What follows belongs to an exercise in optimizing a design on an open flow for small area; a production flow would make more cautious choices.
At most, simulation tests tie the RTL to the original design; equivalence was not proved.
The RTL of runs 3 and 4 was laid out without a check of its function.
Power figures rest on the tool's default switching activity, not on a simulated workload.

<file path="flow/design.v">
module c_xor2  (input a, b, output y); assign y = a ^ b;     endmodule
module c_xnor2 (input a, b, output y); assign y = ~(a ^ b);  endmodule
module c_and2  (input a, b, output y); assign y = a & b;     endmodule
module c_nand2 (input a, b, output y); assign y = ~(a & b);  endmodule
module c_nor2  (input a, b, output y); assign y = ~(a | b);  endmodule
module c_aoi21 (input a1, a2, b1, output y); assign y = ~((a1 & a2) | b1); endmodule
module c_aoi222 (input a1, a2, b1, b2, c1, c2, output y);
    assign y = ~((a1 & a2) | (b1 & b2) | (c1 & c2));
endmodule
module alu (
    input  [15:0] a,
    input  [15:0] b,
    input         sub,       
    input         s_sum,     
    input         s_g,       
    input         s_p,       
    input         s_ltu,     
    input         ld,        
    input  [15:0] ld_data,
    output [15:0] sum,
    output [15:0] wd,        
    output        eq         
);
    wire [15:0] t, p, g, rn, ln;
    wire [16:0] c;           
    assign c[0] = sub;
    genvar k;
    generate
        for (k = 0; k < 16; k = k + 1) begin : bit_
            c_xor2  u_t (.a(b[k]), .b(sub), .y(t[k]));
            c_xor2  u_p (.a(a[k]), .b(t[k]), .y(p[k]));
            if (k % 2 == 0) begin : ev
                c_and2  u_g (.a(a[k]), .b(t[k]), .y(g[k]));
                c_aoi21 u_c (.a1(p[k]), .a2(c[k]), .b1(g[k]), .y(c[k+1]));
                c_xor2  u_s (.a(p[k]), .b(c[k]), .y(sum[k]));
            end else begin : od
                wire gn;   
                c_nor2  u_gn (.a(a[k]), .b(t[k]), .y(gn));
                c_nor2  u_g  (.a(p[k]), .b(gn), .y(g[k]));
                c_aoi21 u_c  (.a1(p[k]), .a2(c[k]), .b1(gn), .y(c[k+1]));
                c_xnor2 u_s  (.a(p[k]), .b(c[k]), .y(sum[k]));
            end
            c_aoi222 u_r (.a1(s_sum), .a2(sum[k]), .b1(s_g), .b2(g[k]),
                          .c1(s_p), .c2(p[k]), .y(rn[k]));
            c_nand2 u_l (.a(ld), .b(ld_data[k]), .y(ln[k]));
            if (k == 0) begin : b0
                wire ltn;
                assign ltn = ~(s_ltu & ~c[16]);
                assign wd[k] = ~(rn[k] & ln[k] & ltn);
            end else begin : bn
                c_nand2 u_w (.a(rn[k]), .b(ln[k]), .y(wd[k]));
            end
        end
    endgenerate
    assign eq = ~|p;
endmodule
module rf_aoi222 (
    input  a1, a2, b1, b2, c1, c2,
    output y
);
    assign y = ~((a1 & a2) | (b1 & b2) | (c1 & c2));
endmodule
module rf_nand2 (
    input  a, b,
    output y
);
    assign y = ~(a & b);
endmodule
module rf_read_bit (
    input  [31:0] sel,
    input  [31:0] d,
    output        y
);
    wire [11:0] n;
    genvar g;
    generate
        for (g = 0; g < 10; g = g + 1) begin : grp
            rf_aoi222 u (.a1(sel[3*g]),   .a2(d[3*g]),
                         .b1(sel[3*g+1]), .b2(d[3*g+1]),
                         .c1(sel[3*g+2]), .c2(d[3*g+2]), .y(n[g]));
        end
    endgenerate
    rf_nand2 u_30 (.a(sel[30]), .b(d[30]), .y(n[10]));
    rf_nand2 u_31 (.a(sel[31]), .b(d[31]), .y(n[11]));
    assign y = ~&n;
endmodule
module rf_read_bit31 (
    input  [31:1] sel,
    input  [31:1] d,
    output        y
);
    wire [10:0] n;
    genvar g;
    generate
        for (g = 0; g < 10; g = g + 1) begin : grp
            rf_aoi222 u (.a1(sel[3*g+1]), .a2(d[3*g+1]),
                         .b1(sel[3*g+2]), .b2(d[3*g+2]),
                         .c1(sel[3*g+3]), .c2(d[3*g+3]), .y(n[g]));
        end
    endgenerate
    rf_nand2 u_31 (.a(sel[31]), .b(d[31]), .y(n[10]));
    assign y = ~&n;
endmodule
module rv16_core (
    input         clk,
    input         rst,
    output [15:0] imem_addr,
    input  [31:0] imem_rdata,
    output [15:0] dmem_addr,
    output [15:0] dmem_wdata,
    output        dmem_we,
    output        dmem_re,
    input  [15:0] dmem_rdata
);
    wire [31:0] i = imem_rdata;
    wire [4:0]  rd  = i[11:7];
    wire [2:0]  f3  = i[14:12];
    wire [4:0]  rs1 = i[19:15];
    wire [4:0]  rs2 = i[24:20];
    wire op_r   = i[6:0] == 7'b0110011;
    wire op_i   = i[6:0] == 7'b0010011;
    wire op_ld  = i[6:0] == 7'b0000011;
    wire op_st  = i[6:0] == 7'b0100011;
    wire op_br  = i[6:0] == 7'b1100011;
    wire op_jal = i[6:0] == 7'b1101111;
    reg  [15:1] pc;
    reg  [15:0] rf [1:31];
    wire [15:0] a, b;
    wire [31:0] sel_a, sel_b;
    wire [31:1] we;
    assign sel_a[0] = 1'b0;
    assign sel_b[0] = 1'b0;
    wire [3:0] lo_a_n, lo_b_n, lo_w_n;
    wire [7:0] hi_a_n, hi_b_n, hi_w_n;
    wire       wen;
    genvar gk, gj;
    generate
        for (gk = 0; gk < 4; gk = gk + 1) begin : pdl
            assign lo_a_n[gk] = ~(rs1[1:0] == gk);
            assign lo_b_n[gk] = ~(rs2[1:0] == gk);
            assign lo_w_n[gk] = ~(rd[1:0] == gk);
        end
        for (gk = 0; gk < 8; gk = gk + 1) begin : pdh
            assign hi_a_n[gk] = ~(rs1[4:2] == gk && !op_jal);
            assign hi_b_n[gk] = ~(rs2[4:2] == gk);
            assign hi_w_n[gk] = ~(rd[4:2] == gk && wen);
        end
        for (gk = 1; gk < 32; gk = gk + 1) begin : dec
            c_nor2 ua (.a(hi_a_n[gk/4]), .b(lo_a_n[gk%4]), .y(sel_a[gk]));
            c_nor2 ub (.a(hi_b_n[gk/4]), .b(lo_b_n[gk%4]), .y(sel_b[gk]));
            c_nor2 uw (.a(hi_w_n[gk/4]), .b(lo_w_n[gk%4]), .y(we[gk]));
        end
        for (gj = 0; gj < 16; gj = gj + 1) begin : rbit
            wire [31:0] col_a, col_b;
            assign col_a[0] = 1'b0;
            assign col_b[0] = 1'b0;
            for (gk = 1; gk < 32; gk = gk + 1) begin : c
                assign col_a[gk] = rf[gk][gj];
                assign col_b[gk] = rf[gk][gj];
            end
            wire [31:0] da = {col_a[31:1], gj == 0 ? 1'b0 : pc[gj]};
            wire [31:0] sa = {sel_a[31:1], op_jal};
            rf_read_bit ua (.sel(sa), .d(da), .y(a[gj]));
            rf_read_bit31 ub (.sel(sel_b[31:1]), .d(col_b[31:1]), .y(b[gj]));
        end
    endgenerate
    wire [15:0] imm_i = {{4{i[31]}}, i[31:20]};
    wire [15:0] imm_s = {{4{i[31]}}, i[31:25], i[11:7]};
    wire [15:0] imm_b = {{4{i[31]}}, i[7], i[30:25], i[11:8], 1'b0};
    wire [15:0] imm_j = {i[15:12], i[20], i[30:21], 1'b0};
    wire [15:0] opb = (op_r | op_br) ? b :
                      op_st  ? imm_s :
                      op_jal ? 16'd4 : imm_i;
    wire        arith = op_r | op_i;
    wire        sub   = arith & f3[0] & ~f3[1];
    wire [15:0] sum, wd;
    wire        eq;
    wire        nl = ~op_ld;
    alu u_alu (
        .a(a), .b(opb), .sub(sub),
        .s_sum(nl & (op_jal | (f3[2:1] == 2'b00))),
        .s_g  (nl & !op_jal && (f3 == 3'd2 || f3 == 3'd3)),
        .s_p  (nl & !op_jal && (f3 == 3'd3 || f3 == 3'd4)),
        .s_ltu(nl & !op_jal && f3 == 3'd5),
        .ld(op_ld), .ld_data(dmem_rdata),
        .sum(sum), .wd(wd), .eq(eq)
    );
    wire        taken  = op_jal | (op_br & (eq ^ f3[0]));
    wire [15:1] offs   = taken ? (op_jal ? imm_j[15:1] : imm_b[15:1]) : 15'd2;
    wire [15:1] pc_nxt = pc + offs;
    assign      wen = (arith | op_ld | op_jal) & ~rst;
    integer k;
    always @(posedge clk) begin
        for (k = 1; k < 32; k = k + 1)
            if (we[k]) rf[k] <= wd;
        pc <= rst ? 15'd0 : pc_nxt;
    end
    assign imem_addr  = {pc, 1'b0};
    assign dmem_addr  = sum;
    assign dmem_wdata = b;
    assign dmem_we    = op_st;
    assign dmem_re    = op_ld;
endmodule
</file>
<file path="flow/flow/run.sh">
#!/bin/bash
# The standard layout, with the smallest buffer on the ports.
set -euo pipefail
bash standard.sh BUFFER_PORTS_ARGS="-buffer_cell sky130_fd_sc_hd__buf_1" finish > make.log 2>&1
</file>
<file path="flow/standard.sh">
#!/bin/bash
# synth_recipe.tcl (not shown) runs the flow's synth.tcl, then flattens the netlist and writes it again
# the make line also repeats each setting of config.mk as NAME=value (left out here)
make -C /OpenROAD-flow-scripts/flow DESIGN_CONFIG=/design/flow/config.mk WORK_HOME=/design/flow/orfs CLKGATE_MAP_FILE= SYNTH_SCRIPT=/design/flow/synth_recipe.tcl "${@:-finish}"
</file>
<file path="flow/config.mk">
export PLATFORM = sky130hd
export DESIGN_NAME = rv16_core
export DESIGN_NICKNAME = rv16_core
export VERILOG_FILES = /design/flow/design.v
export SDC_FILE = /design/flow/constraint.sdc
export NUM_CORES = 4
export LEC_CHECK = 0
export CAP_MARGIN = 20
export CORE_MARGIN = 2
export CORE_UTILIZATION = 55
export CTS_CLUSTER_DIAMETER = 100
export CTS_CLUSTER_SIZE = 30
export SLEW_MARGIN = 20
export SYNTH_HIERARCHICAL = 1
export SYNTH_MINIMUM_KEEP_SIZE = 0
</file>
<file path="flow/constraint.sdc">
create_clock -name core_clock -period 11.0 [get_ports {clk}]
set_input_delay 2.2000 -clock core_clock [delete_from_list [all_inputs] [get_ports {clk}]]
set_output_delay 2.2000 -clock core_clock [all_outputs]
set_load 0.01 [all_outputs]
</file>
==> summary.md, run 1 <==
| Metric | Value |
|---|---|
| MaxCap Viol Count | `0` |
| Req. time, crit path | `approximately 9000 ps` |
| Placed cell count | `2219` |
| Ys flop type | `edfxtp_1` |
| Clk sinks | `511` |
| Cell area after synthesis | `22300 um^2` |
| Number of flops mapped to enable cells by yosys | `496` |
| Critical path endpoint category | `output pin` |
| Clk_skew | `~31 ps` |
| CTS Hold Bufs | `0` |
| Area Growth Syn to Fin | `10.70%` |
| Initial Util | `55.87%` |
| Die Span Y | `205.4 um` |
| Fillers | `roughly 3000` |
| R2r setup slk | `approximately 4700 ps` |
| Non-Filler Instances | `about 2300` |
| Detail Route Antenna Nets | `0` |
| Setup TNS | `0 ps` |
| Layout cells sized above 1 | `approximately 10%` |
| Pwr dens | `151.3 nW/um^2` |
| Die Footprint | `42170 um^2` |
| PostCTS Resize Cnt | `0` |
| Minimum clock period | `10400 ps` |
| Post-CTS Setup Bufs | `0` |
| GR Util All Layers | `40.90%` |
| Largest net degree at the start of global routing | `32` |
| First-pass GRT wire length | `approximately 120000 um` |
| Vias in the first global route | `16820` |
| Leakage power total | `roughly 8.0 nW` |
| Yosys reg bits | `511` |
| RSZ-0062 raised after global routing | `no` |
| Register area share after synthesis | `68.13%` |
| Drt total wl | `87440 um` |
| # DRC | `0` |
| Placed wire-length estimate | `62710 um` |
| Slowest cell on crit path | `nor2_1` |
| Die W | `205.4 um` |
| Antenna violations before repair | `1` |
| Syn_area_per_cell | `14.82 um^2` |
| FFs w/ async S/R, synth | `0%` |
| Nets@finish | `1785` |
| Row Count | `73` |
| 1st-pass router iterations | `14` |
| Min-delay worst type | `register to register` |
| Clk slew on worst S/H paths | `130 ps` |
| Ports | `100` |
| Status | `no timing/DRC/antenna violations` |
| Library cells used by synthesis | `51` |
| Critical setup path kind | `input port to output pin` |
| GR Overflow Total | `0` |
| Most common cell on crit path | `a21oi_2` |
| Hold Path Cell Cnt | `3` |
| Crit path launch type | `input port` |
| Max Slew Vio Count | `0` |
| Peak supply drop | `~0.00012 V` |
| Routed vias/inst | `between 8 and 9` |
| Via count | `18230` |
| Data arrival, critical path | `8200 ps` |
| Worst reg2reg path depth | `21` |
| Critical Path Max Stage Delay | `670 ps` |
| Core Footprint | `39910 um^2` |
| CTS Root Cell | `clkbuf_16` |
| Fmax | `96.13 MHz` |
| TritonCTS clock tree | `done` |
| Final Cycle Share | `approximately 95%` |
| DR iter-0 viols | `5602` |
| Input/output buffers | `98` |
| Final Hold Fails | `0` |
| YS warnings | `8` |
| Worst skew pair latency | `~600 ps` |
| Synth Instances | `1505` |
| WL per Instance | `38.81 um` |
| Clock buffer count from CTS | `21` |
| CP Max Fanout | `20` |
| H-tree Lvls | `1` |
| Clk buf depth | `3` |
| Slew margin rel. | `between 10% and 20%` |
| Worst-Margin Slew | `1258 ps` |
| Gpl congestion | `1.063` |
| Final setup vio count | `0` |
## through the flow
stage	cell area, um^2	setup WS (ps)	hold WS [ps]	power [mW]	utilization, %
4_1_cts	24650	899.2	765.8	3.700	61.75
6_report	24690	597.9	776.9	3.736	61.85
3_3_place_gp	24060	1060	742.1	2.786	60.27
2_1_floorplan	22310	1892	648.1	2.560	-
3_5_place_dp	24060	898.7	749.1	2.794	60.28
5_1_grt	24690	351.7	817.5	3.811	61.85
## cells in the mapped netlist (all sizes together), types with 6 or more instances
cell type | number | area, um^2
nor2 | 128 | 480.5
nor3 | 9 | 45.04
nor2b | 10 | 62.56
or3 | 34 | 212.7
and2 | 16 | 100.1
a21oi | 40 | 260.3
xor2 | 45 | 394.1
dfxtp | 15 | 300.3
a222oi | 336 | 3363
o21ai | 11 | 58.81
clkbuf | 10 | 37.54
nand2b | 7 | 43.79
ha | 14 | 175.2
inv | 6 | 22.52
a21o | 16 | 120.1
nand4 | 85 | 531.8
nand2 | 126 | 473.0
nand3 | 32 | 160.2
and3 | 7 | 43.79
xnor2 | 11 | 96.34
edfxtp | 496 | 14890
## registers in the layout, summed over array words and instances (netlist names)
name / count
pc: 15
rf: 496
## cell families (layout without fill, tap and decap cells)
logic type	Yosys count	count (layout)	synth area share, %
AOI/OAI and AO/OA	420	420	17.71
buffers and inverters	18	239	0.3254
other	1	3	0.01682
and+or+nand+nor	482	482	10.64
DFF	511	511	68.13
adders and majority gates	15	15	0.8752
muxes	2	2	0.1010
xor gates and xnor gates	56	56	2.199
## per-layer routing
layer	up-vias	share of wire (%)	track usage, %
met1	8865	33	52.36
li1	7215	-	-
met2	1836	44	62.98
met3	310	16	11.55
met5	-	0	0
met4	0	7.4	23.18
## cell type report
cell class / instances / area, um^2 / area share [%]
timing repair buffer: 203 / 1156 / 4.683
sequential: 511 / 15190 / 61.54
clock buffer: 26 / 544.3 / 2.205
antenna: 1 / 2.502 / 0.01014
multi-input combinational: 977 / 7068 / 28.63
inverter: 6 / 22.52 / 0.09122
clock inverter: 4 / 43.79 / 0.1774
tap: 525 / 656.9 / 2.661
## power breakdown
group          switching, mW  internal (mW)
clock network          0.592          0.363
registers            0.00441           2.25
logic                  0.403          0.124
## per-module statistics from Yosys (local to each module, per instance)
module | cells inside | times used | flops+latches
c_aoi21 | 1 | 16 | 0
c_xnor2 | 1 | 8 | 0
rf_read_bit | 4 | 16 | 0
c_nand2 | 1 | 31 | 0
rf_nand2 | 1 | 48 | 0
c_aoi222 | 1 | 16 | 0
rf_aoi222 | 1 | 320 | 0
c_and2 | 1 | 8 | 0
rv16_core | 774 | 1 | 511
c_xor2 | 1 | 40 | 0
alu | 7 | 1 | 0
rf_read_bit31 | 4 | 16 | 0
c_nor2 | 1 | 109 | 0
## worst paths after layout
path | startpoint | to
worst max-delay path | imem_rdata[4] | dmem_addr[15]
worst min-delay path | pc[15] | pc[15]
worst max register to register | rf[28][0] | rf[3][11]
worst min register to register | pc[15] | pc[15]
## worst max-delay path: cells and delay by family
family	cells	cell delay (ps)
compound gates	16	2310
xor+xnor	2	640
buf+inv	4	780
simple gates	7	2270
## layout by cell type, fill, tap and decap left out, drive strengths merged, types with 9 or more instances in the layout
cell,instances
xnor2,11
a222oi,336
and2,16
nand2,126
dfxtp,15
xor2,45
edfxtp,496
a21oi,40
nor3,9
clkbuf,29
nand3,32
buf,200
a21o,16
inv,9
nor2,128
o21ai,11
nor2b,10
or3,34
nand4,85
ha,14
==> run 2, diff against run 1 <==
--- a/flow/config.mk
+++ b/flow/config.mk
@@ -7,7 +7,7 @@
 export LEC_CHECK = 0
 export CAP_MARGIN = 20
 export CORE_MARGIN = 2
-export CORE_UTILIZATION = 55
+export CORE_UTILIZATION = 40
 export CTS_CLUSTER_DIAMETER = 100
 export CTS_CLUSTER_SIZE = 30
 export SLEW_MARGIN = 20
==> run 2 against run 1 <==
Net effect:
- still clean on timing, DRC and antenna
- fmax increased by 3.4%
- non-clock buffer count unchanged
- total power increased by 1.3%
- clock skew decreased by 6.5 ps
- first-iteration DRC count decreased by 19%
- clock-buffer cell count increased by 2
- design area increased by 1.5%
- synthesized cell count unchanged
- worst setup slack improved by 340 ps
- flip-flop and latch count unchanged
- critical path type unchanged
- critical endpoint unchanged
==> summary.md, run 2 <==
| Metric | Value |
|---|---|
| Status | `no timing/DRC/antenna violations (unchanged)` |
| Top-count cell post-synth | `edfxtp_1 (unchanged)` |
| Number of flops mapped to enable cells by yosys | `496 (unchanged)` |
| Fmax | `99.38 MHz (was 96.13 MHz)` |
| Clk buf depth | `3 (unchanged)` |
| Synth Instances | `1505 (unchanged)` |
| Input/output buffers | `98 (unchanged)` |
| YS warnings | `8 (unchanged)` |
| CTS Root Cell | `clkbuf_16 (unchanged)` |
| Final setup vio count | `0 (unchanged)` |
| Synth top area cells | `edfxtp_1 (67%), a222oi_1 (15%), nand4_1 (2.4%), nor2_1 (2.2%), nand2_1 (2.1%) (unchanged)` |
| Leakage power total | `8.041 nW (was 8.006 nW)` |
| Worst-Margin Slew | `1111 ps (was 1258 ps)` |
| Clk_skew | `24.66 ps (was 31.13 ps)` |
| MaxCap Viol Count | `0 (unchanged)` |
| First-pass GRT wire length | `123900 um (was 119900 um)` |
| CTS Hold Bufs | `0 (unchanged)` |
| Leading cell types in the layout, fill and taps excluded | `edfxtp_1 (496), a222oi_1 (336), nand2_1 (123) (was edfxtp_1 (496), a222oi_1 (336), nor2_1 (126))` |
| Worst skew pair latency | `600 ps (about the same)` |
| Row Count | `86 (was 73)` |
| Critical path endpoint category | `output pin (unchanged)` |
| Crit path launch type | `input port (unchanged)` |
| Post-layout util | `45.48% (was 61.85%)` |
| Slowest cell on crit path | `or2_2 (was nor2_1)` |
| Library cells used by synthesis | `51 (unchanged)` |
| Clk slew on worst S/H paths | `120 ps (was 130 ps)` |
| Post-CTS Setup Bufs | `0 (unchanged)` |
| PostCTS Resize Cnt | `0 (unchanged)` |
| Detail Route Antenna Nets | `0 (unchanged)` |
| RSZ-0062 raised after global routing | `no (unchanged)` |
| Via count | `17800 (was 18230)` |
| Routed vias/inst | `7.177 (was 8.090)` |
| GR Util All Layers | `30.71% (was 40.90%)` |
| Min-delay worst type | `register to register (unchanged)` |
| # DRC | `0 (unchanged)` |
| Max Slew Vio Count | `0 (unchanged)` |
| Die W | `240.1 um (was 205.4 um)` |
| Placed wire-length estimate | `65290 um (was 62710 um)` |
| Critical Path Max Stage Delay | `490 ps (was 670 ps)` |
| Final Hold Fails | `0 (unchanged)` |
| Data arrival, critical path | `7860 ps (was 8200 ps)` |
| CP Max Fanout | `20 (unchanged)` |
| Slew margin rel. | `25.89% (was 16.15%)` |
| Peak supply drop | `0.00009183 V (was 0.0001232 V)` |
| Ys flop type | `edfxtp_1 (unchanged)` |
| Syn_area_per_cell | `14.82 um^2 (unchanged)` |
| Yosys reg bits | `511 (unchanged)` |
| Area leader, netlist | `edfxtp_1 (unchanged)` |
| Total Power | `3.784 mW (was 3.736 mW)` |
| FFs w/ async S/R, synth | `0% (unchanged)` |
| Vias in the first global route | `16830 (was 16820)` |
| Initial Util | `40.48% (was 55.87%)` |
| WL per Instance | `36.61 um (was 38.81 um)` |
| Drt total wl | `90800 um (was 87440 um)` |
| TritonCTS clock tree | `done (unchanged)` |
| Clock buffer count from CTS | `21 (unchanged)` |
| Commonest cells post-synth | `edfxtp_1 (496), a222oi_1 (336), nor2_1 (128) (unchanged)` |
| Register area share after synthesis | `68.13% (unchanged)` |
| Max reg flops | `496 (unchanged)` |
| Minimum clock period | `10060 ps (was 10400 ps)` |
| Top cell type's share of synthesized area | `66.79% (unchanged)` |
| Clk sinks | `511 (unchanged)` |
| DR iter-0 viols | `4557 (was 5602)` |
| GR Overflow Total | `0 (unchanged)` |
| H-tree Lvls | `1 (unchanged)` |
| Core Footprint | `55090 um^2 (was 39910 um^2)` |
| Pwr dens | `151.0 nW/um^2 (was 151.3 nW/um^2)` |
| Final Cycle Share | `91.48% (was 94.56%)` |
| Critical setup path kind | `input port to output pin (unchanged)` |
| Reg with most FFs | `rf (unchanged)` |
| Die Footprint | `57660 um^2 (was 42170 um^2)` |
| Ports | `100 (unchanged)` |
| Req. time, crit path | `8800 ps (about the same)` |
| Layout cells sized above 1 | `10.12% (was 9.844%)` |
| Nets@finish | `1785 (unchanged)` |
| Antenna violations before repair | `2 (was 1)` |
| Most common cell after layout, fill and taps aside | `edfxtp_1 (unchanged)` |
| Gpl congestion | `1.037 (was 1.063)` |
| Area Growth Syn to Fin | `12.34% (was 10.70%)` |
| Cell area after synthesis | `22300 um^2 (unchanged)` |
| Die Span Y | `240.1 um (was 205.4 um)` |
| Biggest regs | `rf x496, pc x15 (unchanged)` |
| 1st-pass router iterations | `13 (was 14)` |
| Most common cell on crit path | `a21oi_2 (unchanged)` |
| Largest net degree at the start of global routing | `32 (unchanged)` |
| Setup TNS | `0 ps (unchanged)` |
## run 2: layout make-up
type                    instances  area (um^2)
diodes                          2        5.005
clock buffers                  28        583.1
clock inverters                 5        63.81
fillers                      4965        30040
inverters                       6        22.52
multi-input cells             977         7088
flip-flops and latches        511        15190
well taps                     748        935.9
repair buffers                203         1161
## run 2: metal layers
| metal | part of all wire, % | vias to the layer above | GRT usage (%) |
|---|---|---|---|
| li1 | - | 7222 | - |
| met1 | 36 | 8863 | 39.50 |
| met3 | 12 | 228 | 6.372 |
| met4 | 6.7 | 2 | 17.90 |
| met2 | 45 | 1485 | 48.26 |
| met5 | 0.014 | - | 0 |
## run 2: cells by family (layout without fill, tap and decap cells)
| family | after synthesis | count (layout) | share of synthesized area, % |
|---|---|---|---|
| XOR/XNOR | 56 | 56 | 2.199 |
| adder cells (fa/ha/maj) | 15 | 15 | 0.8752 |
| AO/OA/AOI/OAI | 420 | 420 | 17.71 |
| flip-flops | 511 | 511 | 68.13 |
| buffers and inverters | 18 | 242 | 0.3254 |
| other | 1 | 4 | 0.01682 |
| AND/OR/NAND/NOR | 482 | 482 | 10.64 |
| multiplexers | 2 | 2 | 0.1010 |
## run 2: path summary, 6_finish.rpt
check,start,end,slack [ps],cells past startpoint
setup reg to reg,rf[1][0],rf[21][11],4600,21
setup / recovery,imem_rdata[4],dmem_addr[15],940,29
hold / removal,pc[1],pc[1],760,2
hold reg to reg,pc[1],pc[1],760,2
## run 2: where the power goes
part | total, mW | switching [mW] | internal (mW)
Clock | 1.00 | 0.595 | 0.406
Sequential | 2.25 | 0.00405 | 2.25
Combinational | 0.530 | 0.403 | 0.127
## run 2: worst max-delay path, delay by kind of cell
kind	cells	cell delay, ps
buffers and inverters	4	670
AOI/OAI and AO/OA	16	2560
and+or+nand+nor	7	1820
xor gates and xnor gates	2	580
## run 2: through the flow
stage               hold WS (ps)  instance area [um^2]  setup slack [ps]  std cells
finish                     755.8                 25050             937.5       2480
detailed placement         699.8                 24360              1092       2443
floorplan                  648.1                 22310              1892       1506
CTS                        728.3                 25010              1061       2476
global route               818.7                 25050             486.5       2478
global placement           708.2                 24360              1162       2443
## run 2: per-module statistics from Yosys (local to each module, per instance), excerpt
| module | area [um^2] | cells |
|---|---|---|
| c_nand2 | 3.754 | 1 |
| c_and2 | 6.256 | 1 |
| rv16_core | 16800 | 774 |
| c_aoi21 | 8.758 | 1 |
| alu | 45.04 | 7 |
| rf_aoi222 | 10.01 | 1 |
| rf_nand2 | 3.754 | 1 |
==> run 3, diff against run 2 <==
--- a/flow/design.v
+++ b/flow/design.v
@@ -126,10 +126,7 @@
     reg  [15:1] pc;
     reg  [15:0] rf [1:31];
     wire [15:0] a, b;
-    wire [31:0] sel_a, sel_b;
-    wire [31:1] we;
-    assign sel_a[0] = 1'b0;
-    assign sel_b[0] = 1'b0;
+    wire [31:1] sel_a0, sel_a1, sel_b0, sel_b1, we0, we1;
     wire [3:0] lo_a_n, lo_b_n, lo_w_n;
     wire [7:0] hi_a_n, hi_b_n, hi_w_n;
     wire       wen;
@@ -146,9 +143,12 @@
             assign hi_w_n[gk] = ~(rd[4:2] == gk && wen);
         end
         for (gk = 1; gk < 32; gk = gk + 1) begin : dec
-            c_nor2 ua (.a(hi_a_n[gk/4]), .b(lo_a_n[gk%4]), .y(sel_a[gk]));
-            c_nor2 ub (.a(hi_b_n[gk/4]), .b(lo_b_n[gk%4]), .y(sel_b[gk]));
-            c_nor2 uw (.a(hi_w_n[gk/4]), .b(lo_w_n[gk%4]), .y(we[gk]));
+            c_nor2 ua0 (.a(hi_a_n[gk/4]), .b(lo_a_n[gk%4]), .y(sel_a0[gk]));
+            c_nor2 ua1 (.a(hi_a_n[gk/4]), .b(lo_a_n[gk%4]), .y(sel_a1[gk]));
+            c_nor2 ub0 (.a(hi_b_n[gk/4]), .b(lo_b_n[gk%4]), .y(sel_b0[gk]));
+            c_nor2 ub1 (.a(hi_b_n[gk/4]), .b(lo_b_n[gk%4]), .y(sel_b1[gk]));
+            c_nor2 uw0 (.a(hi_w_n[gk/4]), .b(lo_w_n[gk%4]), .y(we0[gk]));
+            c_nor2 uw1 (.a(hi_w_n[gk/4]), .b(lo_w_n[gk%4]), .y(we1[gk]));
         end
         for (gj = 0; gj < 16; gj = gj + 1) begin : rbit
             wire [31:0] col_a, col_b;
@@ -159,9 +159,9 @@
                 assign col_b[gk] = rf[gk][gj];
             end
             wire [31:0] da = {col_a[31:1], gj == 0 ? 1'b0 : pc[gj]};
-            wire [31:0] sa = {sel_a[31:1], op_jal};
+            wire [31:0] sa = {gj < 8 ? sel_a0 : sel_a1, op_jal};
             rf_read_bit ua (.sel(sa), .d(da), .y(a[gj]));
-            rf_read_bit31 ub (.sel(sel_b[31:1]), .d(col_b[31:1]), .y(b[gj]));
+            rf_read_bit31 ub (.sel(gj < 8 ? sel_b0 : sel_b1), .d(col_b[31:1]), .y(b[gj]));
         end
     endgenerate
     wire [15:0] imm_i = {{4{i[31]}}, i[31:20]};
@@ -191,8 +191,10 @@
     assign      wen = (arith | op_ld | op_jal) & ~rst;
     integer k;
     always @(posedge clk) begin
-        for (k = 1; k < 32; k = k + 1)
-            if (we[k]) rf[k] <= wd;
+        for (k = 1; k < 32; k = k + 1) begin
+            if (we0[k]) rf[k][7:0]  <= wd[7:0];
+            if (we1[k]) rf[k][15:8] <= wd[15:8];
+        end
         pc <= rst ? 15'd0 : pc_nxt;
     end
     assign imem_addr  = {pc, 1'b0};
==> run 3 against run 2 <==
Net effect:
- highest routed layer unchanged
- still clean on timing, DRC and antenna
- clock-buffer cell count unchanged
- worst setup slack lost 490 ps
- via count up 4.3%
- largest cell class unchanged
- design area is 0.88% lower
==> summary.md, run 3 <==
| Metric | Value |
|---|---|
| Status | `no timing/DRC/antenna violations (unchanged)` |
| Mux cell area share after synthesis | `0.2480% (was 0.1010%)` |
| Clk_skew | `17.63 ps (was 24.66 ps)` |
| Layout cells sized above 1 | `6.003% (was 10.12%)` |
| Fmax | `94.74 MHz (was 99.38 MHz)` |
| Critical setup path kind | `input port to output pin (unchanged)` |
| Pwr dens | `154.0 nW/um^2 (was 151.0 nW/um^2)` |
| Critical Path Max Stage Delay | `590 ps (was 490 ps)` |
| Worst-Margin Slew | `1151 ps (was 1111 ps)` |
| CTS Hold Bufs | `0 (unchanged)` |
| Min-delay worst type | `register to register (unchanged)` |
| CTS Root Cell | `clkbuf_16 (unchanged)` |
| Sw Share | `27.80% (was 26.48%)` |
| Non-Filler Instances | `2506 (was 2480)` |
| RSZ-0062 raised after global routing | `no (unchanged)` |
| Hold Path Cell Cnt | `2 (unchanged)` |
| Highest Signal Layer | `met5 (unchanged)` |
| Reg with most FFs | `rf (unchanged)` |
| Comb power frac | `15.8% (was 14.0%)` |
| Peak supply drop | `0.0001141 V (was 0.00009183 V)` |
| Slew margin rel. | `23.30% (was 25.89%)` |
| Biggest regs | `rf x496, pc x15 (unchanged)` |
| Worst skew pair latency | `590 ps (was 600 ps)` |
| Area leader, netlist | `edfxtp_1 (unchanged)` |
| TritonCTS clock tree | `done (unchanged)` |
| Vias in the first global route | `16570 (was 16830)` |
| GR Util All Layers | `31.44% (was 30.71%)` |
| Gpl congestion | `1.015 (was 1.037)` |
| Final Hold Fails | `0 (unchanged)` |
| Met2 wire len | `39020 um (was 41040 um)` |
| Most common cell after layout, fill and taps aside | `edfxtp_1 (unchanged)` |
| 1st-pass router iterations | `14 (was 13)` |
| CP Capture Point | `dmem_addr[15] (unchanged)` |
| Via count | `18560 (was 17800)` |
| Worst r2r dst | `pc[9] (was rf[21][11])` |
| Cell area after synthesis | `22700 um^2 (was 22300 um^2)` |
| H-tree Lvls | `1 (unchanged)` |
| Post-CTS Setup Bufs | `0 (unchanged)` |
| Placed wire-length estimate | `70710 um (was 65290 um)` |
| Clk buf depth | `3 (unchanged)` |
| Req. time, crit path | `8800 ps (about the same)` |
| Die Span Y | `242.2 um (was 240.1 um)` |
| Critical path endpoint category | `output pin (unchanged)` |
| Wl on met1 | `38920 um (was 32430 um)` |
| Yosys reg bits | `511 (unchanged)` |
| Area Growth Syn to Fin | `9.379% (was 12.34%)` |
| Max reg flops | `496 (unchanged)` |
| NetSw | `1.063 mW (was 1.002 mW)` |
| XOR/XNOR share of the synthesized area | `2.116% (was 2.199%)` |
| Clk slew on worst S/H paths | `110 ps (was 120 ps)` |
| Leakage power total | `7.659 nW (was 8.041 nW)` |
| Largest net degree at the start of global routing | `32 (unchanged)` |
| Worst R2R Start | `rf[24][15] (was rf[1][0])` |
| Slowest cell on crit path | `nand3_1 (was or2_2)` |
| Ys flop type | `edfxtp_1 (unchanged)` |
| First-pass GRT wire length | `130800 um (was 123900 um)` |
| WL per Instance | `38.06 um (was 36.61 um)` |
| MaxCap Viol Count | `0 (unchanged)` |
| Register area share after synthesis | `66.92% (was 68.13%)` |
| Crit path launch type | `input port (unchanged)` |
| Seq pwr share | `58.9% (was 59.5%)` |
| FFs w/ async S/R, synth | `0% (unchanged)` |
| Drt total wl | `95370 um (was 90800 um)` |
| Setup TNS | `0 ps (unchanged)` |
| Adder-Cell Fraction of Synth Area | `0.8597% (was 0.8752%)` |
| Placed cell count | `2474 (was 2443)` |
| Ports | `100 (unchanged)` |
| Final setup vio count | `0 (unchanged)` |
| Top-count cell post-synth | `edfxtp_1 (unchanged)` |
| Minimum clock period | `10560 ps (was 10060 ps)` |
| Antenna violations before repair | `3 (was 2)` |
| DR iter-0 viols | `4983 (was 4557)` |
| Nets@finish | `1806 (was 1785)` |
| Synth Area in Compound Gates | `17.28% (was 17.71%)` |
| # DRC | `0 (unchanged)` |
| Most common cell on crit path | `a21oi_2 (unchanged)` |
| Clock buffer count from CTS | `21 (unchanged)` |
| YS warnings | `8 (unchanged)` |
| Worst reg2reg path depth | `19 (was 21)` |
| Clk sinks | `511 (unchanged)` |
| Leading cell types in the layout, fill and taps excluded | `edfxtp_1 (496), a222oi_1 (336), nor2_1 (223) (was edfxtp_1 (496), a222oi_1 (336), nand2_1 (123))` |
| CP Max Fanout | `8 (was 20)` |
| Met3 wire length | `13770 um (was 11210 um)` |
| Die W | `242.2 um (was 240.1 um)` |
| Syn_area_per_cell | `14.16 um^2 (was 14.82 um^2)` |
| Internal | `2.761 mW (was 2.782 mW)` |
| Input/output buffers | `98 (unchanged)` |
| Data arrival, critical path | `8360 ps (was 7860 ps)` |
| Synth Area in Simple Gates | `12.12% (was 10.64%)` |
| Clock power share | `25.4% (was 26.5%)` |
| Max Slew Vio Count | `0 (unchanged)` |
| Routed vias/inst | `7.407 (was 7.177)` |
| Combinational family with the most area after synthesis | `compound AO/OA/AOI/OAI gates (unchanged)` |
| Row Count | `87 (was 86)` |
| Fillers | `5099 (was 4965)` |
| Library cells used by synthesis | `60 (was 51)` |
| Die Footprint | `58680 um^2 (was 57660 um^2)` |
| Top cell type's share of synthesized area | `65.60% (was 66.79%)` |
| GR Overflow Total | `0 (unchanged)` |
| Worst Setup SP | `imem_rdata[6] (was imem_rdata[4])` |
| Synth Instances | `1603 (was 1505)` |
| Initial Util | `40.34% (was 40.48%)` |
| PostCTS Resize Cnt | `0 (unchanged)` |
| Commonest cells post-synth | `edfxtp_1 (496), a222oi_1 (336), nor2_1 (223) (was edfxtp_1 (496), a222oi_1 (336), nor2_1 (128))` |
| Synth top area cells | `edfxtp_1 (66%), a222oi_1 (15%), nor2_1 (3.7%), nand4_1 (2.3%), nand2_1 (2.1%) (was edfxtp_1 (67%), a222oi_1 (15%), nand4_1 (2.4%), nor2_1 (2.2%), nand2_1 (2.1%))` |
| R2r setup slk | `4530 ps (was 4600 ps)` |
| Core Footprint | `56280 um^2 (was 55090 um^2)` |
| Number of flops mapped to enable cells by yosys | `496 (unchanged)` |
| Final Cycle Share | `95.96% (was 91.48%)` |
| Detail Route Antenna Nets | `0 (unchanged)` |
-- run 3: cell families (layout without fill, tap and decap cells) --
logic type | count (synthesis) | count (layout)
AOI/OAI and AO/OA | 417 | 417
xor gates and xnor gates | 54 | 54
muxes | 5 | 5
other | 1 | 3
adders and majority gates | 15 | 15
DFF | 511 | 511
and+or+nand+nor | 579 | 579
buffers and inverters | 21 | 166
-- run 3: per-module statistics from Yosys, one instance, submodules excluded, a selection --
| module | flops+latches | cells inside |
|---|---|---|
| rf_read_bit | 0 | 4 |
| c_aoi21 | 0 | 1 |
| c_and2 | 0 | 1 |
| c_xor2 | 0 | 1 |
| c_nand2 | 0 | 1 |
| alu | 0 | 7 |
| rf_read_bit31 | 0 | 4 |
| c_xnor2 | 0 | 1 |
| rv16_core | 511 | 779 |
| rf_aoi222 | 0 | 1 |
| c_nor2 | 0 | 1 |
| c_aoi222 | 0 | 1 |
-- run 3: area by class of cell --
type / instances / area [um^2] / share of cell area [%]
timing repair buffer: 126 / 578.1 / 2.328
multi-input combinational: 1072 / 7455 / 30.02
clock inverter: 3 / 30.03 / 0.1209
sequential: 511 / 15190 / 61.19
clock buffer: 28 / 594.3 / 2.393
antenna: 1 / 2.502 / 0.01008
tap: 756 / 945.9 / 3.809
inverter: 9 / 33.78 / 0.1360
-- run 3: metrics by stage --
stage | total power [mW] | cell area, um^2 | worst slack (ps) | util [%] | hold slack [ps]
floorplan | 2.567 | 22710 | 2145 | - | 648.2
global placement | 2.874 | 24210 | 968.4 | 43.01 | 654.7
detailed placement | 2.879 | 24210 | 745.5 | 43.01 | 632.7
CTS | 3.812 | 24830 | 746.5 | 44.12 | 665.5
global route | 3.915 | 24830 | 237.6 | 44.13 | 712.7
finish | 3.824 | 24830 | 444.4 | 44.13 | 665.9
-- run 3: worst max-delay path: cells and delay by family --
family	cells	cell delay, ps
buffers and inverters	2	450
AO/OA/AOI/OAI	16	2910
XOR/XNOR	2	650
AND/OR/NAND/NOR	6	2130
-- run 3: worst min-delay path by stage --
stage / slack (ps) / endpoint / from
floorplan: 650 / pc[1] / pc[1]
CTS: 670 / pc[1] / pc[1]
global placement: 650 / pc[1] / pc[1]
finish: 670 / pc[1] / pc[1]
global route: 710 / pc[1] / pc[1]
detailed placement: 630 / pc[1] / pc[1]
-- run 3: power by group through the flow --
| stage | clock, mW | combinational [mW] | sequential [mW] |
|---|---|---|---|
| 6_report | 0.970 | 0.603 | 2.25 |
| 5_1_grt | 1.04 | 0.620 | 2.25 |
| 4_1_cts | 0.979 | 0.583 | 2.25 |
| 3_5_place_dp | 0 | 0.584 | 2.30 |
| 3_3_place_gp | 0 | 0.579 | 2.30 |
| 2_1_floorplan | 0 | 0.273 | 2.29 |
-- run 3: layer usage --
| metal | GRT usage, % | up-vias |
|---|---|---|
| li1 | - | 7358 |
| met1 | 47.02 | 9240 |
| met2 | 44.68 | 1752 |
| met5 | 0 | - |
| met3 | 7.810 | 211 |
| met4 | 10.15 | 2 |
==> run 4, diff against run 3 <==
--- a/flow/design.v
+++ b/flow/design.v
@@ -100,6 +100,34 @@
     endgenerate
     rf_nand2 u_31 (.a(sel[31]), .b(d[31]), .y(n[10]));
     assign y = ~&n;
+endmodule
+module pc_add (
+    input  [15:1] pc,
+    input  [15:1] offs,
+    output [15:1] sum
+);
+    wire [15:1] p, g;
+    wire [16:1] c;           
+    assign c[1] = 1'b0;
+    genvar k;
+    generate
+        for (k = 1; k < 16; k = k + 1) begin : bit_
+            c_xor2 u_p (.a(pc[k]), .b(offs[k]), .y(p[k]));
+            if (k == 1) begin : first
+                c_nand2 u_c (.a(pc[k]), .b(offs[k]), .y(c[k+1]));
+                assign sum[k] = p[k];
+            end else if (k % 2 == 1) begin : od
+                c_and2  u_g (.a(pc[k]), .b(offs[k]), .y(g[k]));
+                c_aoi21 u_c (.a1(p[k]), .a2(c[k]), .b1(g[k]), .y(c[k+1]));
+                c_xor2  u_s (.a(p[k]), .b(c[k]), .y(sum[k]));
+            end else begin : ev
+                wire gn;
+                c_nor2  u_gn (.a(pc[k]), .b(offs[k]), .y(gn));
+                c_aoi21 u_c  (.a1(p[k]), .a2(c[k]), .b1(gn), .y(c[k+1]));
+                c_xnor2 u_s  (.a(p[k]), .b(c[k]), .y(sum[k]));
+            end
+        end
+    endgenerate
 endmodule
 module rv16_core (
     input         clk,
@@ -187,7 +215,8 @@
     );
     wire        taken  = op_jal | (op_br & (eq ^ f3[0]));
     wire [15:1] offs   = taken ? (op_jal ? imm_j[15:1] : imm_b[15:1]) : 15'd2;
-    wire [15:1] pc_nxt = pc + offs;
+    wire [15:1] pc_nxt;
+    pc_add u_pc_add (.pc(pc), .offs(offs), .sum(pc_nxt));
     assign      wen = (arith | op_ld | op_jal) & ~rst;
     integer k;
     always @(posedge clk) begin
==> run 4 against run 3 <==
Net effect:
- die area shrank 0.82%
- core utilization grew 0.47 points
- global-route usage grew 0.36 points
- total power grew 0.62%
- area after synthesis shrank 0.84%
- fmax shrank 1.8%
- clock-buffer cell count grew 6
- synthesized cell count shrank 2.9%
- sequential share of layout area grew 0.30 points
- largest power group unchanged
==> summary.md, run 4 <==
| Metric | Value |
|---|---|
| Status | `no timing/DRC/antenna violations (unchanged)` |
| Pwr dens | `155.7 nW/um^2 (was 154.0 nW/um^2)` |
| Input/output buffers | `98 (unchanged)` |
| H-tree Lvls | `1 (unchanged)` |
| Worst-Margin Slew | `1043 ps (was 1151 ps)` |
| Leakage power total | `7.710 nW (was 7.659 nW)` |
| Min-delay worst type | `register to register (unchanged)` |
| Internal | `2.762 mW (was 2.761 mW)` |
| Cell area after synthesis | `22510 um^2 (was 22700 um^2)` |
| Biggest regs | `rf x496, pc x15 (unchanged)` |
| TritonCTS clock tree | `done (unchanged)` |
| Final Instance Area | `24710 um^2 (was 24830 um^2)` |
| Worst Setup SP | `imem_rdata[5] (was imem_rdata[6])` |
| Final Cycle Share | `97.75% (was 95.96%)` |
| Layout cells sized above 1 | `6.798% (was 6.003%)` |
| Area leader, netlist | `edfxtp_1 (unchanged)` |
| Hold Slack | `679.3 ps (was 665.9 ps)` |
| Routed vias/inst | `7.435 (was 7.407)` |
| FFs w/ async S/R, synth | `0% (unchanged)` |
| Die Footprint | `58200 um^2 (was 58680 um^2)` |
| Leading cell types in the layout, fill and taps excluded | `edfxtp_1 (496), a222oi_1 (336), nor2_1 (223) (unchanged)` |
| Synth top area cells | `edfxtp_1 (66%), a222oi_1 (15%), nor2_1 (3.7%), xor2_1 (2.5%), nand4_1 (2.3%) (was edfxtp_1 (66%), a222oi_1 (15%), nor2_1 (3.7%), nand4_1 (2.3%), nand2_1 (2.1%))` |
| Hold Path Sink | `pc[1] (unchanged)` |
| Die Span Y | `241.2 um (was 242.2 um)` |
| GR Util All Layers | `31.79% (was 31.44%)` |
| Family with the most delay on the worst path | `compound AO/OA/AOI/OAI gates (unchanged)` |
| RSZ-0062 raised after global routing | `no (unchanged)` |
| Syn_area_per_cell | `14.47 um^2 (was 14.16 um^2)` |
| Area Growth Syn to Fin | `9.770% (was 9.379%)` |
| Ports | `100 (unchanged)` |
| Area of the multi-input gates | `7277 um^2 (was 7455 um^2)` |
| Most common cell on crit path | `a21oi_2 (unchanged)` |
| Row Count | `86 (was 87)` |
| CTS Hold Bufs | `0 (unchanged)` |
| Detail Route Antenna Nets | `0 (unchanged)` |
| Worst reg2reg path depth | `27 (was 19)` |
| Critical Path Max Stage Delay | `870 ps (was 590 ps)` |
| Hold Path Cell Cnt | `2 (unchanged)` |
| Comb power frac | `16.2% (was 15.8%)` |
| Slowest cell on crit path | `a222oi_1 (was nand3_1)` |
| 1st-pass router iterations | `13 (was 14)` |
| Peak supply drop | `0.0001143 V (was 0.0001141 V)` |
| Clock power share | `25.3% (was 25.4%)` |
| N_diodes | `0 (was 1)` |
| Post-CTS Setup Bufs | `0 (unchanged)` |
| Drt total wl | `95090 um (was 95370 um)` |
| Req. time, crit path | `8800 ps (about the same)` |
| Fmax | `93.00 MHz (was 94.74 MHz)` |
| Ys flop type | `edfxtp_1 (unchanged)` |
| Clock buffer count from CTS | `21 (unchanged)` |
| NetSw | `1.086 mW (was 1.063 mW)` |
| Sequential cell area | `15190 um^2 (unchanged)` |
| Gpl congestion | `1.027 (was 1.015)` |
| Fillers | `4985 (was 5099)` |
| Minimum clock period | `10750 ps (was 10560 ps)` |
| Top cell type's share of synthesized area | `66.16% (was 65.60%)` |
| Die W | `241.2 um (was 242.2 um)` |
| Critical path endpoint category | `output pin (unchanged)` |
| Worst R2R Start | `rf[24][14] (was rf[24][15])` |
| Critical setup path kind | `input port to output pin (unchanged)` |
| Max Slew Vio Count | `0 (unchanged)` |
| DR iter-0 viols | `5293 (was 4983)` |
| Crit path launch type | `input port (unchanged)` |
| WL per Instance | `38.51 um (was 38.06 um)` |
| Final Hold Fails | `0 (unchanged)` |
| First-pass GRT wire length | `128200 um (was 130800 um)` |
| Max reg flops | `496 (unchanged)` |
| Total Power | `3.848 mW (was 3.824 mW)` |
| Hold Startpoint | `pc[1] (unchanged)` |
| Final setup vio count | `0 (unchanged)` |
| Clk sinks | `511 (unchanged)` |
| Number of flops mapped to enable cells by yosys | `496 (unchanged)` |
| R2r setup slk | `3870 ps (was 4530 ps)` |
| Seq pwr share | `58.5% (was 58.9%)` |
| MaxCap Viol Count | `0 (unchanged)` |
| Register area share after synthesis | `67.49% (was 66.92%)` |
| CTS Root Cell | `clkbuf_16 (unchanged)` |
| Most common cell after layout, fill and taps aside | `edfxtp_1 (unchanged)` |
| Core Footprint | `55420 um^2 (was 56280 um^2)` |
| Slew margin rel. | `30.45% (was 23.30%)` |
| Nets@finish | `1757 (was 1806)` |
| Commonest cells post-synth | `edfxtp_1 (496), a222oi_1 (336), nor2_1 (224) (was edfxtp_1 (496), a222oi_1 (336), nor2_1 (223))` |
| Reg with most FFs | `rf (unchanged)` |
| Synth Instances | `1556 (was 1603)` |
| PostCTS Resize Cnt | `0 (unchanged)` |
| Initial Util | `40.63% (was 40.34%)` |
| Clk slew on worst S/H paths | `110 ps (about the same)` |
| Vias in the first global route | `16460 (was 16570)` |
| # DRC | `0 (unchanged)` |
| Via count | `18360 (was 18560)` |
| Clk_skew | `21.63 ps (was 17.63 ps)` |
| Worst r2r dst | `pc[15] (was pc[9])` |
| Largest net degree at the start of global routing | `32 (unchanged)` |
| Cell area after placement | `24090 um^2 (was 24210 um^2)` |
| Setup TNS | `0 ps (unchanged)` |
| CP Max Fanout | `8 (unchanged)` |
| Yosys reg bits | `511 (unchanged)` |
| Clk buf depth | `3 (unchanged)` |
| Data arrival, critical path | `8550 ps (was 8360 ps)` |
| Sw Share | `28.24% (was 27.80%)` |
| Worst skew pair latency | `590 ps (about the same)` |
| Top-count cell post-synth | `edfxtp_1 (unchanged)` |
| Critical path buffers and inverters | `2 (unchanged)` |
| GR Overflow Total | `0 (unchanged)` |
| Antenna violations before repair | `3 (unchanged)` |
| Placed wire-length estimate | `69140 um (was 70710 um)` |
| Library cells used by synthesis | `46 (was 60)` |
| YS warnings | `8 (unchanged)` |
-- run 4: cell count changes after synthesis, moves of 9 or more --
cell / change
nand2_1: -25
xor2_1: +22
a21oi_1: -14
ha_1: -14
a21oi_2: +12
o21ai_0: -9
-- run 4: cell type report --
cell class              count  share of cell area (%)
well taps                 748                   3.787
inverters                   3                 0.04557
flip-flops and latches    511                   61.48
clock buffers              34                   2.405
multi-input cells        1032                   29.45
repair buffers            138                   2.704
clock inverters             3                  0.1316
-- run 4: how the worst max path moves through the flow --
stage | endpoint | depth (start not counted)
floorplan | dmem_addr[15] | 20
global placement | dmem_addr[15] | 26
detailed placement | dmem_addr[15] | 27
CTS | dmem_addr[15] | 27
global route | dmem_addr[15] | 26
finish | dmem_addr[15] | 26
-- run 4: metrics by stage --
stage	setup WS, ps	utilization [%]	instances
after floorplan	1510	-	1557
after global placement	762.4	43.47	2432
after detailed placement	537.4	43.47	2432
after CTS	507.5	44.60	2469
after global routing	7.145	44.60	2469
final	247.8	44.60	2469
-- run 4: metal layers --
metal	global-route usage, %	vias to the layer above	part of all wire (%)
met3	10.16	232	16
met2	45.00	1807	41
met4	10.38	2	4.1
met5	0	-	0.0095
li1	-	7199	-
met1	46.18	9117	39
-- run 4: tightest hold or removal path: cells and delay by family (launching register included) --
family,cells,cell delay [ps]
and+or+nand+nor,1,120
xor gates and xnor gates,1,140
DFF,1,390
-- run 4: power by group through the flow --
stage,Clock [mW],Sequential (mW),Combinational [mW]
6_report,0.974,2.25,0.622
5_1_grt,1.05,2.25,0.638
4_1_cts,0.991,2.25,0.600
3_5_place_dp,0,2.30,0.600
3_3_place_gp,0,2.30,0.596
2_1_floorplan,0,2.30,0.276
-- run 4: logic make-up (layout without fill, tap and decap cells) --
logic type | after synthesis | after routing | share of synthesized area (%)
other cells | 1 | 2 | 0.01666
buf+inv | 14 | 178 | 0.3779
mux | 1 | 1 | 0.04446
xor+xnor | 79 | 79 | 3.073
compound gates | 392 | 392 | 16.89
flops | 511 | 511 | 67.49
simple gates | 558 | 558 | 12.10
-- run 4: Yosys stat by module, one instance, submodules excluded, excerpt --
module | times used | cells inside | flip-flops and latches
c_and2 | 14 | 1 | 0
c_xnor2 | 15 | 1 | 0
rf_read_bit31 | 16 | 4 | 0
c_aoi21 | 29 | 1 | 0
alu | 1 | 7 | 0
rv16_core | 1 | 675 | 511
c_nand2 | 32 | 1 | 0
rf_read_bit | 16 | 4 | 0
==> run 5, diff against run 4 <==
--- a/flow/design.v
+++ b/flow/design.v
@@ -19,6 +19,7 @@
     input  [15:0] ld_data,
     output [15:0] sum,
     output [15:0] wd,        
+    output [15:0] wd2,       
     output        eq         
 );
     wire [15:0] t, p, g, rn, ln;
@@ -46,9 +47,11 @@
             if (k == 0) begin : b0
                 wire ltn;
                 assign ltn = ~(s_ltu & ~c[16]);
-                assign wd[k] = ~(rn[k] & ln[k] & ltn);
+                assign wd[k]  = ~(rn[k] & ln[k] & ltn);
+                assign wd2[k] = ~(rn[k] & ln[k] & ltn);
             end else begin : bn
-                c_nand2 u_w (.a(rn[k]), .b(ln[k]), .y(wd[k]));
+                c_nand2 u_w  (.a(rn[k]), .b(ln[k]), .y(wd[k]));
+                c_nand2 u_w2 (.a(rn[k]), .b(ln[k]), .y(wd2[k]));
             end
         end
     endgenerate
@@ -201,7 +204,7 @@
                       op_jal ? 16'd4 : imm_i;
     wire        arith = op_r | op_i;
     wire        sub   = arith & f3[0] & ~f3[1];
-    wire [15:0] sum, wd;
+    wire [15:0] sum, wd, wd2;
     wire        eq;
     wire        nl = ~op_ld;
     alu u_alu (
@@ -211,7 +214,7 @@
         .s_p  (nl & !op_jal && (f3 == 3'd3 || f3 == 3'd4)),
         .s_ltu(nl & !op_jal && f3 == 3'd5),
         .ld(op_ld), .ld_data(dmem_rdata),
-        .sum(sum), .wd(wd), .eq(eq)
+        .sum(sum), .wd(wd), .wd2(wd2), .eq(eq)
     );
     wire        taken  = op_jal | (op_br & (eq ^ f3[0]));
     wire [15:1] offs   = taken ? (op_jal ? imm_j[15:1] : imm_b[15:1]) : 15'd2;
@@ -221,8 +224,8 @@
     integer k;
     always @(posedge clk) begin
         for (k = 1; k < 32; k = k + 1) begin
-            if (we0[k]) rf[k][7:0]  <= wd[7:0];
-            if (we1[k]) rf[k][15:8] <= wd[15:8];
+            if (we0[k]) rf[k][7:0]  <= k < 16 ? wd[7:0]  : wd2[7:0];
+            if (we1[k]) rf[k][15:8] <= k < 16 ? wd[15:8] : wd2[15:8];
         end
         pc <= rst ? 15'd0 : pc_nxt;
     end
--- a/flow/config.mk
+++ b/flow/config.mk
@@ -7,7 +7,7 @@
 export LEC_CHECK = 0
 export CAP_MARGIN = 20
 export CORE_MARGIN = 2
-export CORE_UTILIZATION = 40
+export CORE_UTILIZATION = 60
 export CTS_CLUSTER_DIAMETER = 100
 export CTS_CLUSTER_SIZE = 30
 export SLEW_MARGIN = 20
==> run 5 against run 4 <==
Net effect:
- worst setup slack improved by 130 ps
- die area shrank 33%
- design area down 1.7%
- synthesized cell count increased by 1.0%
- sequential share of layout area rose by 1.1 points
- first-iteration DRC count increased by 12%
- clock power shrank 3.9%
- cell count fell by 10%
- sequential power hardly changed
- still clean on timing, DRC and antenna
- critical path type unchanged
- flip-flop and latch count is the same
- clock skew rose by 9.4 ps
- non-clock buffer count down 19
- largest cell class unchanged
==> summary.md, run 5 <==
| Metric | Value |
|---|---|
| Register area share after synthesis | `67.30% (was 67.49%)` |
| First-pass GRT wire length | `121600 um (was 128200 um)` |
| Min-delay worst type | `register to register (unchanged)` |
| Layout cells sized above 1 | `5.380% (was 6.798%)` |
| Max reg flops | `496 (unchanged)` |
| 1st-pass router iterations | `17 (was 13)` |
| GR Util All Layers | `44.53% (was 31.79%)` |
| Peak supply drop | `0.0002093 V (was 0.0001143 V)` |
| Comb power frac | `15.6% (was 16.2%)` |
| Largest net degree at the start of global routing | `32 (unchanged)` |
| Final Hold Fails | `0 (unchanged)` |
| Final Cycle Share | `96.54% (was 97.75%)` |
| Gpl congestion | `1.131 (was 1.027)` |
| Max Slew Vio Count | `0 (unchanged)` |
| Library cells used by synthesis | `46 (unchanged)` |
| Top cell type's share of synthesized area | `65.97% (was 66.16%)` |
| Crit path launch type | `input port (unchanged)` |
| Leading cell types in the layout, fill and taps excluded | `edfxtp_1 (496), a222oi_1 (336), nor2_1 (224) (was edfxtp_1 (496), a222oi_1 (336), nor2_1 (223))` |
| Worst reg2reg path depth | `27 (unchanged)` |
| Worst r2r dst | `pc[15] (unchanged)` |
| # DRC | `0 (unchanged)` |
| Routed vias/inst | `8.364 (was 7.435)` |
| CP Max Fanout | `8 (unchanged)` |
| CTS Hold Bufs | `0 (unchanged)` |
| Detail Route Antenna Nets | `0 (unchanged)` |
| Worst slack at placement | `710.5 ps (was 537.4 ps)` |
| Nets@finish | `1753 (was 1757)` |
| Critical path endpoint category | `output pin (unchanged)` |
| Sw Share | `27.74% (was 28.24%)` |
| Clk_skew | `31.07 ps (was 21.63 ps)` |
| YS warnings | `8 (unchanged)` |
| Worst skew pair latency | `590 ps (about the same)` |
| Clk slew on worst S/H paths | `110 ps (about the same)` |
| Post-CTS Setup Bufs | `0 (unchanged)` |
| Hold Path Sink | `pc[1] (unchanged)` |
| Fmax | `94.16 MHz (was 93.00 MHz)` |
| Clock power share | `24.8% (was 25.3%)` |
| Family with the most delay on the worst path | `compound AO/OA/AOI/OAI gates (unchanged)` |
| Commonest cells post-synth | `edfxtp_1 (496), a222oi_1 (336), nor2_1 (224) (unchanged)` |
| Setup TNS | `0 ps (unchanged)` |
| Post-layout util | `64.93% (was 44.60%)` |
| Clock buffer count from CTS | `21 (unchanged)` |
| Area leader, netlist | `edfxtp_1 (unchanged)` |
| RSZ-0062 raised after global routing | `no (unchanged)` |
| Critical Path Max Stage Delay | `710 ps (was 870 ps)` |
| Synth top area cells | `edfxtp_1 (66%), a222oi_1 (15%), nor2_1 (3.7%), xor2_1 (2.4%), nand4_1 (2.3%) (was edfxtp_1 (66%), a222oi_1 (15%), nor2_1 (3.7%), xor2_1 (2.5%), nand4_1 (2.3%))` |
| Internal | `2.732 mW (was 2.762 mW)` |
| Final setup vio count | `0 (unchanged)` |
| Critical setup path kind | `input port to output pin (unchanged)` |
| Clk sinks | `511 (unchanged)` |
| Req. time, crit path | `8800 ps (about the same)` |
| Reg with most FFs | `rf (unchanged)` |
| Hold Startpoint | `pc[1] (unchanged)` |
| Row Count | `71 (was 86)` |
| Placed wire-length estimate | `65750 um (was 69140 um)` |
| CTS Root Cell | `clkbuf_16 (unchanged)` |
| Biggest regs | `rf x496, pc x15 (unchanged)` |
| Critical path buffers and inverters | `2 (unchanged)` |
| Final worst slack | `380.3 ps (was 247.8 ps)` |
| GR Overflow Total | `0 (unchanged)` |
| Die Span Y | `198.0 um (was 241.2 um)` |
| TritonCTS clock tree | `done (unchanged)` |
| MaxCap Viol Count | `0 (unchanged)` |
| Antenna violations before repair | `2 (was 3)` |
| Data arrival, critical path | `8420 ps (was 8550 ps)` |
| FFs w/ async S/R, synth | `0% (unchanged)` |
| Slew margin rel. | `24.95% (was 30.45%)` |
| Seq pwr share | `59.7% (was 58.5%)` |
| Ports | `100 (unchanged)` |
| Die W | `198.0 um (was 241.2 um)` |
| Core Footprint | `37400 um^2 (was 55420 um^2)` |
| Ys flop type | `edfxtp_1 (unchanged)` |
| R2r setup slk | `3800 ps (was 3870 ps)` |
| Input/output buffers | `98 (unchanged)` |
| Total Power | `3.781 mW (was 3.848 mW)` |
| Clk buf depth | `3 (unchanged)` |
| WL per Instance | `39.65 um (was 38.51 um)` |
| Syn_area_per_cell | `14.36 um^2 (was 14.47 um^2)` |
| Top-count cell post-synth | `edfxtp_1 (unchanged)` |
| Area Growth Syn to Fin | `7.548% (was 9.770%)` |
| Cell area after synthesis | `22580 um^2 (was 22510 um^2)` |
| NetSw | `1.049 mW (was 1.086 mW)` |
| Leakage power total | `7.689 nW (was 7.710 nW)` |
| Most common cell on crit path | `a21oi_2 (unchanged)` |
| Most common cell after layout, fill and taps aside | `edfxtp_1 (unchanged)` |
| Vias in the first global route | `16530 (was 16460)` |
| DR iter-0 viols | `5903 (was 5293)` |
| Synth Instances | `1572 (was 1556)` |
| Die Footprint | `39200 um^2 (was 58200 um^2)` |
| Number of flops mapped to enable cells by yosys | `496 (unchanged)` |
| Initial Util | `60.37% (was 40.63%)` |
| H-tree Lvls | `1 (unchanged)` |
| Drt total wl | `88050 um (was 95090 um)` |
| Worst R2R Start | `rf[22][15] (was rf[24][14])` |
| Slowest cell on crit path | `a222oi_1 (unchanged)` |
| Worst-Margin Slew | `1122 ps (was 1043 ps)` |
| Pwr dens | `155.7 nW/um^2 (about the same)` |
| Minimum clock period | `10620 ps (was 10750 ps)` |
| Status | `no timing/DRC/antenna violations (unchanged)` |
| PostCTS Resize Cnt | `0 (unchanged)` |
| Via count | `18580 (was 18360)` |
| Hold Path Cell Cnt | `2 (unchanged)` |
| Yosys reg bits | `511 (unchanged)` |
| N_diodes | `0 (unchanged)` |
-- run 5: cell types whose count changed after synthesis, sizes merged --
cell   before  now
buf         7    8
nand2     105  120
-- run 5: worst max-delay path by stage --
| stage | from | to | slack, ps | depth (start not counted) |
|---|---|---|---|---|
| floorplan | imem_rdata[6] | dmem_addr[15] | 1510 | 20 |
| global placement | imem_rdata[5] | dmem_addr[15] | 930 | 27 |
| detailed placement | imem_rdata[5] | dmem_addr[15] | 710 | 27 |
| CTS | imem_rdata[5] | dmem_addr[15] | 710 | 27 |
| global route | imem_rdata[5] | dmem_addr[15] | 210 | 27 |
| finish | imem_rdata[5] | dmem_addr[15] | 380 | 27 |
-- run 5: layer usage --
metal,vias up,track usage [%],wire [um]
met1,8805,64.61,30740
met2,2240,63.69,36070
met3,336,14.85,17020
met4,4,14.54,4165
met5,-,0,46
li1,7192,-,-
-- run 5: layout make-up --
cell class | instances | area [um^2]
fillers | 2746 | 13120
clock buffers | 26 | 544.3
clock inverters | 4 | 46.29
well taps | 511 | 639.4
inverters | 3 | 11.26
multi-input cells | 1047 | 7321
flip-flops and latches | 511 | 15190
repair buffers | 119 | 525.5
-- run 5: worst register-to-register path, stage by stage (launching register included) --
cell      delay [ps]
edfxtp_1         410
a222oi_1         710
nand4_1          310
or3_1            570
a21o_1           210
xor2_1           160
xor2_1           240
nor4_1           410
and4_1           290
xnor2_1          140
nor4b_4          550
a22oi_1          370
xor2_1           380
a21oi_2          120
a21oi_2          190
a21oi_2           90
a21oi_2          200
a21oi_2          100
a21oi_2          320
a21oi_2          130
a21oi_2          190
a21oi_2          100
a21oi_2          190
a21oi_2          100
a21oi_2          190
a21oi_2           80
xor2_1           160
nor2b_1          130
-- run 5: through the flow --
stage	hold slack, ps	std cells	area [um^2]
floorplan	689.1	1573	22580
global placement	629.4	2190	23680
detailed placement	692.6	2190	23680
CTS	703.8	2220	24270
global route	715.1	2221	24280
finish	688.4	2221	24280
-- run 5: logic make-up after synthesis --
logic type / synth area share, %
AND/OR/NAND/NOR: 12.32
AO/OA/AOI/OAI: 16.85
XOR/XNOR: 3.065
other: 0.01661
buffers and inverters: 0.4100
flip-flops: 67.30
multiplexers: 0.04434
-- run 5: Yosys stat by module, one instance, submodules excluded, a selection --
| module | cell area, um^2 | copies in the design | flops+latches |
|---|---|---|---|
| rf_read_bit31 | 23.77 | 16 | 0 |
| c_aoi222 | 10.01 | 16 | 0 |
| rv16_core | 16220 | 1 | 511 |
| c_aoi21 | 8.758 | 29 | 0 |
| c_xnor2 | 8.758 | 15 | 0 |
| rf_nand2 | 3.754 | 48 | 0 |
| rf_aoi222 | 10.01 | 320 | 0 |
| c_xor2 | 8.758 | 62 | 0 |
| alu | 52.55 | 1 | 0 |
-- run 5: power groups by stage --
stage	Combinational [mW]	Sequential, mW	Clock (mW)
after floorplan	0.282	2.29	0
after global placement	0.539	2.30	0
after detailed placement	0.550	2.30	0
after CTS	0.551	2.26	0.939
after global routing	0.593	2.26	1.00
final	0.588	2.26	0.936
==> run 6, diff against run 5 <==
--- a/flow/config.mk
+++ b/flow/config.mk
@@ -7,7 +7,7 @@
 export LEC_CHECK = 0
 export CAP_MARGIN = 20
 export CORE_MARGIN = 2
-export CORE_UTILIZATION = 60
+export CORE_UTILIZATION = 50
 export CTS_CLUSTER_DIAMETER = 100
 export CTS_CLUSTER_SIZE = 30
 export SLEW_MARGIN = 20
==> run 6 against run 5 <==
Net effect:
- worst hold slack better by 5.7 ps
- synthesized cell count unchanged
- non-clock buffer count grew 8
- clock skew increased by 21 ps
- largest cell class unchanged
- largest power group unchanged
- highest routed layer is now met4
==> summary.md, run 6 <==
| Metric | Value |
|---|---|
| GR Overflow Total | `0 (unchanged)` |
| Worst reg2reg path depth | `27 (unchanged)` |
| Setup TNS | `0 ps (unchanged)` |
| RSZ-0062 raised after global routing | `no (unchanged)` |
| Nets@finish | `1762 (was 1753)` |
| Biggest regs | `rf x496, pc x15 (unchanged)` |
| CP Max Fanout | `8 (unchanged)` |
| Status | `no timing/DRC/antenna violations (unchanged)` |
| Placed wire-length estimate | `68330 um (was 65750 um)` |
| Vias in the first global route | `16200 (was 16530)` |
| Final Instance Area | `24500 um^2 (was 24280 um^2)` |
| Leading cell types in the layout, fill and taps excluded | `edfxtp_1 (496), a222oi_1 (336), nor2_1 (224) (unchanged)` |
| Most common cell after layout, fill and taps aside | `edfxtp_1 (unchanged)` |
| Slew margin rel. | `31.81% (was 24.95%)` |
| Clk slew on worst S/H paths | `110 ps (about the same)` |
| MaxCap Viol Count | `0 (unchanged)` |
| Reg with most FFs | `rf (unchanged)` |
| N_diodes | `0 (unchanged)` |
| Via count | `18130 (was 18580)` |
| Antenna violations before repair | `5 (was 2)` |
| CTS Hold Bufs | `0 (unchanged)` |
| Die Footprint | `46870 um^2 (was 39200 um^2)` |
| YS warnings | `8 (unchanged)` |
| Yosys reg bits | `511 (unchanged)` |
| Seq pwr share | `58.8% (was 59.7%)` |
| Row Count | `77 (was 71)` |
| Peak supply drop | `0.0001435 V (was 0.0002093 V)` |
| Gpl congestion | `1.029 (was 1.131)` |
| Top-count cell post-synth | `edfxtp_1 (unchanged)` |
| Die W | `216.5 um (was 198.0 um)` |
| Clock power share | `25.9% (was 24.8%)` |
| Worst slack at placement | `603.1 ps (was 710.5 ps)` |
| Crit path launch type | `input port (unchanged)` |
| Largest net degree at the start of global routing | `32 (unchanged)` |
-- run 6: power groups by stage --
| stage | combinational, mW | clock (mW) | sequential [mW] |
|---|---|---|---|
| finish | 0.586 | 0.994 | 2.26 |
| global route | 0.602 | 1.07 | 2.26 |
| CTS | 0.562 | 1.00 | 2.26 |
| detailed placement | 0.561 | 0 | 2.30 |
| global placement | 0.554 | 0 | 2.30 |
| floorplan | 0.282 | 0 | 2.29 |
-- run 6: modules after synthesis (local to each module, per instance), a selection --
| module | times used | cells | cell area, um^2 |
|---|---|---|---|
| rv16_core | 1 | 675 | 16220 |
| pc_add | 1 | 1 | 7.507 |
| c_aoi21 | 29 | 1 | 8.758 |
| rf_read_bit | 16 | 4 | 25.02 |
| c_and2 | 14 | 1 | 6.256 |
| c_nand2 | 47 | 1 | 3.754 |
| c_xnor2 | 15 | 1 | 8.758 |
| rf_aoi222 | 320 | 1 | 10.01 |
| rf_read_bit31 | 16 | 4 | 23.77 |
| c_nor2 | 209 | 1 | 3.754 |
-- run 6: critical path, stage by stage --
cell	delay, ps
buf_1	270
nand3b_4	170
or3_1	480
nand4_1	490
nor2_1	290
a222oi_1	700
nand4_1	280
or3_1	460
xor2_1	360
a21oi_2	130
a21oi_2	210
a21oi_2	100
a21oi_2	190
a21oi_2	100
a21oi_2	200
a21oi_2	100
a21oi_2	210
a21oi_2	100
a21oi_2	220
a21oi_2	100
a21oi_2	200
a21oi_2	100
a21oi_2	200
a21oi_2	100
xnor2_1	230
buf_1	200
-- run 6: worst paths after layout --
check | startpoint | endpoint | slack (ps)
worst min-delay path | pc[1] | pc[1] | 690
worst max register to register | rf[27][12] | pc[15] | 4070
worst max-delay path | imem_rdata[5] | dmem_addr[15] | 390
worst min register to register | pc[1] | pc[1] | 690
-- run 6: cell families after synthesis --
| kind of cell | after synthesis | share of synthesized area, % |
|---|---|---|
| AOI/OAI and AO/OA | 392 | 16.85 |
| xor gates and xnor gates | 79 | 3.065 |
| buffers and inverters | 15 | 0.4100 |
| DFF | 511 | 67.30 |
| muxes | 1 | 0.04434 |
| other | 1 | 0.01661 |
| and+or+nand+nor | 573 | 12.32 |
-- run 6: metrics by stage --
step	power, mW	cells
3_3_place_gp	2.853	2280
6_report	3.836	2312
2_1_floorplan	2.576	1573
3_5_place_dp	2.861	2280
4_1_cts	3.821	2312
5_1_grt	3.927	2312
-- run 6: cell type report --
type | instances | area (um^2)
fill | 3701 | 19910
inverter | 3 | 11.26
timing repair buffer | 127 | 585.6
multi-input combinational | 1047 | 7318
clock inverter | 6 | 85.08
tap | 592 | 740.7
clock buffer | 26 | 565.5
sequential | 511 | 15190
-- run 6: routing by layer --
layer,vias to the layer above,global-route usage [%],share of wire [%]
li1,7213,-,-
met1,8900,55.99,38
met2,1832,54.52,42
met3,184,10.01,17
met4,0,8.973,3.1
met5,-,0,0
